This is an optimization exercise on Yosys and OpenROAD, whose aim is small area and a short achievable clock period, not a production implementation. RTL that was checked went through simulation tests only; none was proved equivalent to the original. Power is estimated from default activity; no workload was simulated.

// alu16bit
module alu16bit (
  input clk,
  input reset,
  input [2:0] operation,
  input [15:0] operand_A,
  input [15:0] operand_B,
  output reg [31:0] result,
  output reg carry_flag,
  output reg zero_flag
);
  wire [15:0] a = operand_A;
  wire [15:0] b = operand_B;
  wire is_add = (operation == 3'd0);
  wire is_sub = (operation == 3'd1);
  wire is_mul = (operation == 3'd2);
  wire [15:0] m = is_mul ? b : {15'd0, is_add | is_sub};
  reg [15:0] cv;
  always @(*) begin
    case (operation)
      3'd0: cv = b;
      3'd1: cv = ~b;
      3'd3: cv = a & b;
      3'd4: cv = a | b;
      3'd5: cv = ~(a & b);
      3'd6: cv = ~(a | b);
      3'd7: cv = a ^ b;
      default: cv = 16'd0;
    endcase
  end
  wire cin = is_sub;
  wire [15:0] an = ~a;
  wire op_mz = ~(operation[2] | operation[0]);
  wire [15:0] mn;
  wire op_an = ~(operation[2] | operation[1]);
  a31oi um0 (b[0], operation[1], op_mz, op_an, mn[0]);
  nand3 um1 (b[1], operation[1], op_mz, mn[1]);
  nand3 um2 (b[2], operation[1], op_mz, mn[2]);
  nand3 um3 (b[3], operation[1], op_mz, mn[3]);
  nand3 um4 (b[4], operation[1], op_mz, mn[4]);
  nand3 um5 (b[5], operation[1], op_mz, mn[5]);
  nand3 um6 (b[6], operation[1], op_mz, mn[6]);
  nand3 um7 (b[7], operation[1], op_mz, mn[7]);
  nand3 um8 (b[8], operation[1], op_mz, mn[8]);
  nand3 um9 (b[9], operation[1], op_mz, mn[9]);
  nand3 um10 (b[10], operation[1], op_mz, mn[10]);
  nand3 um11 (b[11], operation[1], op_mz, mn[11]);
  nand3 um12 (b[12], operation[1], op_mz, mn[12]);
  nand3 um13 (b[13], operation[1], op_mz, mn[13]);
  nand3 um14 (b[14], operation[1], op_mz, mn[14]);
  nand3 um15 (b[15], operation[1], op_mz, mn[15]);
  wire p1;
  nor2 up1 (an[0], mn[0], p1);
  wire p2;
  nor2 up2 (an[1], mn[0], p2);
  wire p3;
  nor2 up3 (an[2], mn[0], p3);
  wire p4;
  nor2 up4 (an[3], mn[0], p4);
  wire p5;
  nor2 up5 (an[4], mn[0], p5);
  wire p6;
  nor2 up6 (an[5], mn[0], p6);
  wire p7;
  nor2 up7 (an[6], mn[0], p7);
  wire p8;
  nor2 up8 (an[7], mn[0], p8);
  wire p9;
  nor2 up9 (an[8], mn[0], p9);
  wire p10;
  nor2 up10 (an[9], mn[0], p10);
  wire p11;
  ...
Size: roughly 930 cells after synthesis, roughly 71 I/O pins, ~0.0089 mm2 of cells after synthesis.
Settings: LEC_CHECK=0, ABC_AREA=1, CAP_MARGIN=20, CORE_MARGIN=2, CORE_UTILIZATION=40, GPL_TIMING_DRIVEN=0, SLEW_MARGIN=20, SYNTH_HIERARCHICAL=1; clock period 7.2 ns.
standard.sh (not shown) runs the stock make flow with config.mk's settings and CLKGATE_MAP_FILE= SYNTH_SCRIPT=/design/flow/synth_recipe.tcl, a recipe that flattens the netlist after the stock synthesis.
==> flow/flow/run.sh <==
#!/bin/bash
# The standard layout, with the port buffers made of plain buffers (sky130
# buf_1, which the resizer may upsize) instead of the delay-cell buffers that
# buffer_ports picks by default.
set -euo pipefail
export BUFFER_PORTS_ARGS="-buffer_cell sky130_fd_sc_hd__buf_1"
bash standard.sh > standard.log 2>&1
==> next run, changes <==
--- a/flow/design.v
+++ b/flow/design.v
@@ -5,38 +5,40 @@
   input [15:0] operand_A,
   input [15:0] operand_B,
   output reg [31:0] result,
   output reg carry_flag,
   output reg zero_flag
 );
   wire [15:0] a = operand_A;
   wire [15:0] b = operand_B;
-  wire is_add = (operation == 3'd0);
-  wire is_sub = (operation == 3'd1);
-  wire is_mul = (operation == 3'd2);
+  wire is_add = ~reset & (operation == 3'd0);
+  wire is_sub = ~reset & (operation == 3'd1);
+  wire is_mul = ~reset & (operation == 3'd2);
   wire [15:0] m = is_mul ? b : {15'd0, is_add | is_sub};
   reg [15:0] cv;
   always @(*) begin
+    if (reset) cv = 16'd0;
+    else
     case (operation)
       3'd0: cv = b;
       3'd1: cv = ~b;
       3'd3: cv = a & b;
       3'd4: cv = a | b;
       3'd5: cv = ~(a & b);
       3'd6: cv = ~(a | b);
       3'd7: cv = a ^ b;
       default: cv = 16'd0;
     endcase
   end
   wire cin = is_sub;
   wire [15:0] an = ~a;
-  wire op_mz = ~(operation[2] | operation[0]);
+  wire op_mz = ~(operation[2] | operation[0] | reset);
   wire [15:0] mn;
-  wire op_an = ~(operation[2] | operation[1]);
+  wire op_an = ~(operation[2] | operation[1] | reset);
   a31oi um0 (b[0], operation[1], op_mz, op_an, mn[0]);
   nand3 um1 (b[1], operation[1], op_mz, mn[1]);
   nand3 um2 (b[2], operation[1], op_mz, mn[2]);
   nand3 um3 (b[3], operation[1], op_mz, mn[3]);
   nand3 um4 (b[4], operation[1], op_mz, mn[4]);
   nand3 um5 (b[5], operation[1], op_mz, mn[5]);
   nand3 um6 (b[6], operation[1], op_mz, mn[6]);
   nand3 um7 (b[7], operation[1], op_mz, mn[7]);
@@ -1213,27 +1215,21 @@
   wire n907 = ~n905;
   wire n908, n909;
   ha un908 (is_sub, n824, n908, n909);
   wire [31:0] s = {n908, n907, n903, n902, n898, n897, n894, n891, n887, n886, n882, n881, n877, n876, n873, n870, n866, n865, n862, n859, n855, n854, n850, n849, n846, n842, n717, n715, n713, n711, n709, n707};
   wire borrow = is_sub & s[16];
   wire zero_lo = (s[15:0] == 16'd0);
   wire zero_mul = (a == 16'd0) | (b == 16'd0);
   wire [31:0] r = s;
-  wire z = is_mul ? zero_mul : zero_lo;
+  wire z = ~reset & (is_mul ? zero_mul : zero_lo);
   always @(posedge clk) begin
-    if (reset) begin
-      result     <= 32'b0;
-      carry_flag <= 1'b0;
-      zero_flag  <= 1'b0;
-    end else begin
-      result     <= r;
-      carry_flag <= borrow;
-      zero_flag  <= z;
-    end
+    result     <= r;
+    carry_flag <= borrow;
+    zero_flag  <= z;
   end
 endmodule
 module fa (input a, input b, input c, output s, output co);
   assign s = a ^ b ^ c;
   assign co = (a & b) | (a & c) | (b & c);
 endmodule
 module ha (input a, input b, output s, output co);
   assign s = a ^ b;
Setup slack is better by 0.051 ns. Flip-flop and latch count is unchanged. Global-route usage barely changes. Synthesized area came out lower by 2.1%. Clock power came out higher by 44%. Final cell count climbs by 3.1%. Via count decreases by 1.4%. First-iteration DRC count came out lower by 14%. Cell area went up by 1.6%. Core utilization went up by 2.0 points.
Function was not checked in any run of this note: the RTL went through the layout flow alone.

* * *

alu16bit, a different RTL version from the one above (not shown whole).
Size: about 730 cells after synthesis, about 34 flip-flops, ~7800 um2 of cells after synthesis.
Design alu16bit, start of the top module:
module alu16bit (
  input clk,
  input reset,
  input [2:0] operation,
  input [15:0] operand_A,
  input [15:0] operand_B,
  output reg [31:0] result,
  output reg carry_flag,
  output reg zero_flag
);
  wire [15:0] a = operand_A;
  wire [15:0] b = operand_B;
  wire is_add = ~reset & (operation == 3'd0);
  wire is_sub = ~reset & (operation == 3'd1);
  wire is_mul = (operation == 3'd2);
  wire [15:0] m = is_mul ? b : {15'd0, is_add | is_sub};
  reg [15:0] cv;
  always @(*) begin
    if (reset) cv = 16'd0;
    else
    case (operation)
      3'd0: cv = b;
      3'd1: cv = ~b;
      3'd3: cv = a & b;
      3'd4: cv = a | b;
      3'd5: cv = ~(a & b);
      3'd6: cv = ~(a | b);
      3'd7: cv = a ^ b;
      default: cv = 16'd0;
    endcase
  end
  wire cin = is_sub;
  wire [15:0] cvn;
  wire t00 = ~(is_sub | (~reset & (operation == 3'd5 || operation == 3'd6)));
  wire t01 = ~(is_add | (~reset & (operation == 3'd4 || operation == 3'd5 || operation == 3'd7)));
  ...
==> flow/config.mk <==
export PLATFORM = sky130hd
export DESIGN_NAME = alu16bit
export DESIGN_NICKNAME = alu16bit
export VERILOG_FILES = /design/flow/design.v
export SDC_FILE = /design/flow/constraint.sdc
export NUM_CORES = 4
export LEC_CHECK = 0
export ABC_AREA = 0
export CAP_MARGIN = 20
export CORE_MARGIN = 2
export CORE_UTILIZATION = 40
export GPL_TIMING_DRIVEN = 0
export SLEW_MARGIN = 20
export SYNTH_HIERARCHICAL = 1
==> flow/constraint.sdc <==
create_clock -name core_clock -period 7.2 [get_ports {clk}]
set_input_delay 1.4400 -clock core_clock [delete_from_list [all_inputs] [get_ports {clk}]]
set_output_delay 1.4400 -clock core_clock [all_outputs]
set_load 0.01 [all_outputs]
Scripts as last shown in full above: flow/flow/run.sh
The baseline completed with no timing, DRC or antenna violations.
Change:
--- a/flow/design.v
+++ b/flow/design.v
@@ -9,13 +9,13 @@
   output reg zero_flag
 );
   wire [15:0] a = operand_A;
   wire [15:0] b = operand_B;
   wire is_add = ~reset & (operation == 3'd0);
   wire is_sub = ~reset & (operation == 3'd1);
-  wire is_mul = (operation == 3'd2);
+  wire is_mul = ~reset & (operation == 3'd2);
   wire [15:0] m = is_mul ? b : {15'd0, is_add | is_sub};
   reg [15:0] cv;
   always @(*) begin
     if (reset) cv = 16'd0;
     else
     case (operation)
@@ -37,13 +37,13 @@
   wire t11 = ~(is_add | (~reset & (operation == 3'd3 || operation == 3'd4)));
   genvar cb;
   generate for (cb = 0; cb < 16; cb = cb + 1) begin : g_cv
     cvbit ucv (a[cb], b[cb], t00, t01, t10, t11, cvn[cb]);
   end endgenerate
   wire is_sub_n = ~is_sub;
-  wire [15:0] an = ~(a & {16{~reset}});    
+  wire [15:0] an = ~a;
   wire [15:0] mn = ~m;
   wire p1;
   nor2 up1 (an[0], mn[0], p1);
   wire p2;
   nor2 up2 (an[1], mn[0], p2);
   wire p3;
What happened: Die area falls slightly; power rises by a few percent; non-clock buffer count falls by 7; final area falls by a few percent; clock-buffer cell count falls by 2; global-route usage rises by 0.16 points; combinational power falls by a few percent; cell count falls by a few percent; sequential power hardly moves.
No functional check of the RTL was part of the first run of this note.

* * *

Another version of the RTL of alu16bit (not shown whole).
Size: ~930 cells after synthesis, ~34 flip-flops, ~8700 um^2 of cells after synthesis.
==> flow/design.v (excerpt) <==
module alu16bit (
  input clk,
  input reset,
  input [2:0] operation,
  input [15:0] operand_A,
  input [15:0] operand_B,
  output reg [31:0] result,
  output reg carry_flag,
  output reg zero_flag
);
clock: 7.2 ns
lec_check: 0
abc_area: 1
cap_margin: 20
core_margin: 2
core_utilization: 40
gpl_timing_driven: 0
slew_margin: 20
synth_hierarchical: 1
Scripts as last shown in full above: flow/flow/run.sh
Rerun with:
--- a/flow/design.v
+++ b/flow/design.v
@@ -29,34 +29,36 @@
       default: cv = 16'd0;
     endcase
   end
   wire cin = is_sub;
   wire [15:0] cvn = ~cv;
   wire is_sub_n = ~is_sub;
   wire [15:0] an = ~a;
-  wire [1:0] ism;
+  wire [3:0] ism;
   wire [15:0] mn;
   dmul ud0 (operation, reset, ism[0]);
   dmul ud1 (operation, reset, ism[1]);
+  dmul ud2 (operation, reset, ism[2]);
+  dmul ud3 (operation, reset, ism[3]);
   a21oi um0 (b[0], ism[0], is_add | is_sub, mn[0]);
   nand2 um1 (b[1], ism[0], mn[1]);
   nand2 um2 (b[2], ism[0], mn[2]);
   nand2 um3 (b[3], ism[0], mn[3]);
-  nand2 um4 (b[4], ism[0], mn[4]);
-  nand2 um5 (b[5], ism[0], mn[5]);
-  nand2 um6 (b[6], ism[0], mn[6]);
-  nand2 um7 (b[7], ism[0], mn[7]);
-  nand2 um8 (b[8], ism[1], mn[8]);
-  nand2 um9 (b[9], ism[1], mn[9]);
-  nand2 um10 (b[10], ism[1], mn[10]);
-  nand2 um11 (b[11], ism[1], mn[11]);
-  nand2 um12 (b[12], ism[1], mn[12]);
-  nand2 um13 (b[13], ism[1], mn[13]);
-  nand2 um14 (b[14], ism[1], mn[14]);
-  nand2 um15 (b[15], ism[1], mn[15]);
+  nand2 um4 (b[4], ism[1], mn[4]);
+  nand2 um5 (b[5], ism[1], mn[5]);
+  nand2 um6 (b[6], ism[1], mn[6]);
+  nand2 um7 (b[7], ism[1], mn[7]);
+  nand2 um8 (b[8], ism[2], mn[8]);
+  nand2 um9 (b[9], ism[2], mn[9]);
+  nand2 um10 (b[10], ism[2], mn[10]);
+  nand2 um11 (b[11], ism[2], mn[11]);
+  nand2 um12 (b[12], ism[3], mn[12]);
+  nand2 um13 (b[13], ism[3], mn[13]);
+  nand2 um14 (b[14], ism[3], mn[14]);
+  nand2 um15 (b[15], ism[3], mn[15]);
   wire p1;
   nor2 up1 (an[0], mn[0], p1);
   wire p2;
   nor2 up2 (an[1], mn[0], p2);
   wire p3;
   nor2 up3 (an[2], mn[0], p3);
   wire p4;
Result:
- worst setup slack gets worse by 89 ps
- design area is about the same
- count of clock-buffer cells in the layout is unchanged
- worst hold slack improves by 120 ps
- core utilization is lower by 0.27 points
- synthesized area came out higher by 0.52%
- wire length rose by 0.78%
- total power is about the same
- die area climbs by 0.51%
No run of this note included a check of the RTL's function; only the layout flow was run.

* * *

Setup of v6:
Another version of the RTL of alu16bit (not shown whole).
Size in the first run: roughly 730 cells after synthesis, about 34 flip-flops, about 71 I/O pins.
==> flow/config.mk <==
export PLATFORM = sky130hd
export DESIGN_NAME = alu16bit
export DESIGN_NICKNAME = alu16bit
export VERILOG_FILES = /design/flow/design.v
export SDC_FILE = /design/flow/constraint.sdc
export NUM_CORES = 4
export LEC_CHECK = 0
export ABC_AREA = 0
export CAP_MARGIN = 20
export CORE_MARGIN = 2
export CORE_UTILIZATION = 40
export GPL_TIMING_DRIVEN = 0
export SLEW_MARGIN = 20
export SYNTH_HIERARCHICAL = 1
==> flow/constraint.sdc <==
create_clock -name core_clock -period 7.2 [get_ports {clk}]
set_input_delay 1.4400 -clock core_clock [delete_from_list [all_inputs] [get_ports {clk}]]
set_output_delay 1.4400 -clock core_clock [all_outputs]
set_load 0.01 [all_outputs]
Scripts as last shown in full above: flow/flow/run.sh
Here is what was changed in the inputs of v7 compared with v6.
--- a/flow/design.v
+++ b/flow/design.v
@@ -31,19 +31,22 @@
   end
   wire cin = is_sub;
   wire [15:0] cvn;
   wire t00 = ~(is_sub | (~reset & (operation == 3'd5 || operation == 3'd6)));
   wire t01 = ~(is_add | (~reset & (operation == 3'd4 || operation == 3'd5 || operation == 3'd7)));
   wire t10 = ~(is_sub | (~reset & (operation == 3'd4 || operation == 3'd5 || operation == 3'd7)));
   wire t11 = ~(is_add | (~reset & (operation == 3'd3 || operation == 3'd4)));
   genvar cb;
   generate for (cb = 0; cb < 16; cb = cb + 1) begin : g_cv
-    cvbit ucv (a[cb], b[cb], t00, t01, t10, t11, cvn[cb]);
+    wire u0, u1;
+    mux2i ucu0 (b[cb], t01, t00, u0);
+    mux2i ucu1 (b[cb], t11, t10, u1);
+    mux2i ucv (a[cb], u1, u0, cvn[cb]);
   end endgenerate
   wire is_sub_n = ~is_sub;
   wire [15:0] an = ~a;
   wire [15:0] mn = ~m;
   wire p1;
   nor2 up1 (an[0], mn[0], p1);
   wire p2;
   nor2 up2 (an[1], mn[0], p2);
   wire p3;
@@ -1233,24 +1236,19 @@
   wire n836;
   xnor2 un836 (n737, n810, n836);
   wire n837;
   xor2 un837 (is_sub, n794, n837);
   wire [31:0] s = {n837, n836, n835, n834, n833, n832, n831, n830, n829, n828, n827, n826, n825, n824, n823, n822, n821, n820, n819, n818, n817, n816, n815, n814, n813, n812, n687, n685, n683, n681, n679, n677};
   wire borrow = is_sub & s[16];
   wire zero_lo = (s[15:0] == 16'd0);
   wire zero_mul = (a == 16'd0) | (b == 16'd0);
   wire [31:0] r = s;
-  wire z_e = ~reset & ~is_mul & ~(|s[11:0]);
-  wire z_m = ~reset & is_mul & zero_mul;
-  wire z_l1, z_l2, z;
-  nor2 uz1 (s[15], s[14], z_l1);
-  nor2 uz2 (s[13], s[12], z_l2);
-  a31o uz3 (z_l1, z_l2, z_e, z_m, z);
+  wire z = ~reset & (is_mul ? zero_mul : zero_lo);
   always @(posedge clk) begin
     result     <= r;
     carry_flag <= borrow;
     zero_flag  <= z;
   end
 endmodule
 module fa (input a, input b, input c, output s, output co);
   assign s = a ^ b ^ c;
   assign co = (a & b) | (a & c) | (b & c);
@@ -1268,23 +1266,20 @@
 module nand2 (input a, input b, output y);
   assign y = ~(a & b);
 endmodule
 module nor2 (input a, input b, output y);
   assign y = ~(a | b);
 endmodule
 module inv1 (input a, output y);
   assign y = ~a;
 endmodule
-module a31o (input a, input b, input c, input d, output y);
-  assign y = (a & b & c) | d;
-endmodule
-module cvbit (input a, input b, input t00, input t01, input t10, input t11, output y);
-  assign y = a ? (b ? t11 : t10) : (b ? t01 : t00);
+module mux2i (input s, input d1, input d0, output y);
+  assign y = ~(s ? d1 : d0);
 endmodule
 module aoi21 (input a, input b, input c, output y);
   assign y = ~((a & b) | c);
 endmodule
 module o21ai (input a, input b, input c, output y);
   assign y = ~((a | b) & c);
 endmodule
 module oai21 (input a, input b, input c, output y);
   assign y = ~((a | b) & c);
==> comparison <==
The final layouts of v7 and v6 pass the timing, design-rule and antenna checks. Compared with v6, overall power consumption in v7 increased by more than 10%. Higher least setup slack across all paths after layout among v7 and v6: v6. Mean number of vias per cell, v7 vs v6: down by a few percent. Compared with v6, v7 shows post-route cell area that has gone up by a few percent. Wire length grows by a few percent when moving from v6 to v7. v6 → v7: instance count after placement with tap cells included went up by about 5.4%, detailed-route wire length on metal 1 increased by 6.5% relative to the old numbers, via count of the first global-routing pass moved up.
The RTL of v6 was laid out without a check of its function.

==> what the ideal ports hide <==
In the flow no input, the clock included, has a driving cell. The finished layouts below were timed again as built, in two steps. Step 1, drivers: a clkbuf_16 drives clk and a buf_2 each remaining input, both assumed. Step 2 moves the port delays by t, midway between the first and last clock arrival at a register: inputs arrive t later, outputs are due t later. That takes back most of the time a late clock gives input paths. Slacks: ideal ports / drivers / drivers and shift; pairs: ideal ports / drivers.
| run | t (ns) | slack for setup (ns) | latest minus earliest clock arrival (ns) | worst register clock-pin slew, ns |
|---|---|---|---|---|
| the first run of note 1 | 0.314 | 0.247 / 0.252 / -0.062 | 0.003 / 0.004 | 0.05 / 0.05 |
| the second run of note 1 | 0.352 | 0.298 / 0.324 / -0.028 | 0.016 / 0.016 | 0.08 / 0.08 |
| the first run of note 2 | 0.335 | 0.347 / 0.357 / 0.022 | 0.013 / 0.014 | 0.07 / 0.07 |
| the second run of note 2 | 0.332 | 0.363 / 0.375 / 0.043 | 0.009 / 0.009 | 0.07 / 0.07 |
| the first run of note 3 | 0.341 | 0.362 / 0.386 / 0.045 | 0.007 / 0.006 | 0.06 / 0.06 |
| the second run of note 3 | 0.346 | 0.273 / 0.301 / -0.045 | 0.007 / 0.008 | 0.06 / 0.06 |
| v6 | 0.336 | 0.305 / 0.327 / -0.009 | 0.006 / 0.006 | 0.06 / 0.06 |
| v7 | 0.342 | 0.275 / 0.294 / -0.048 | 0.007 / 0.006 | 0.06 / 0.06 |
Met with ideal ports but missed after step 2: setup timing in 5 of these runs. For the second run of note 1, which loses most, drivers alone change the setup slack by +0.026 ns; drivers and shift together by -0.326 ns.
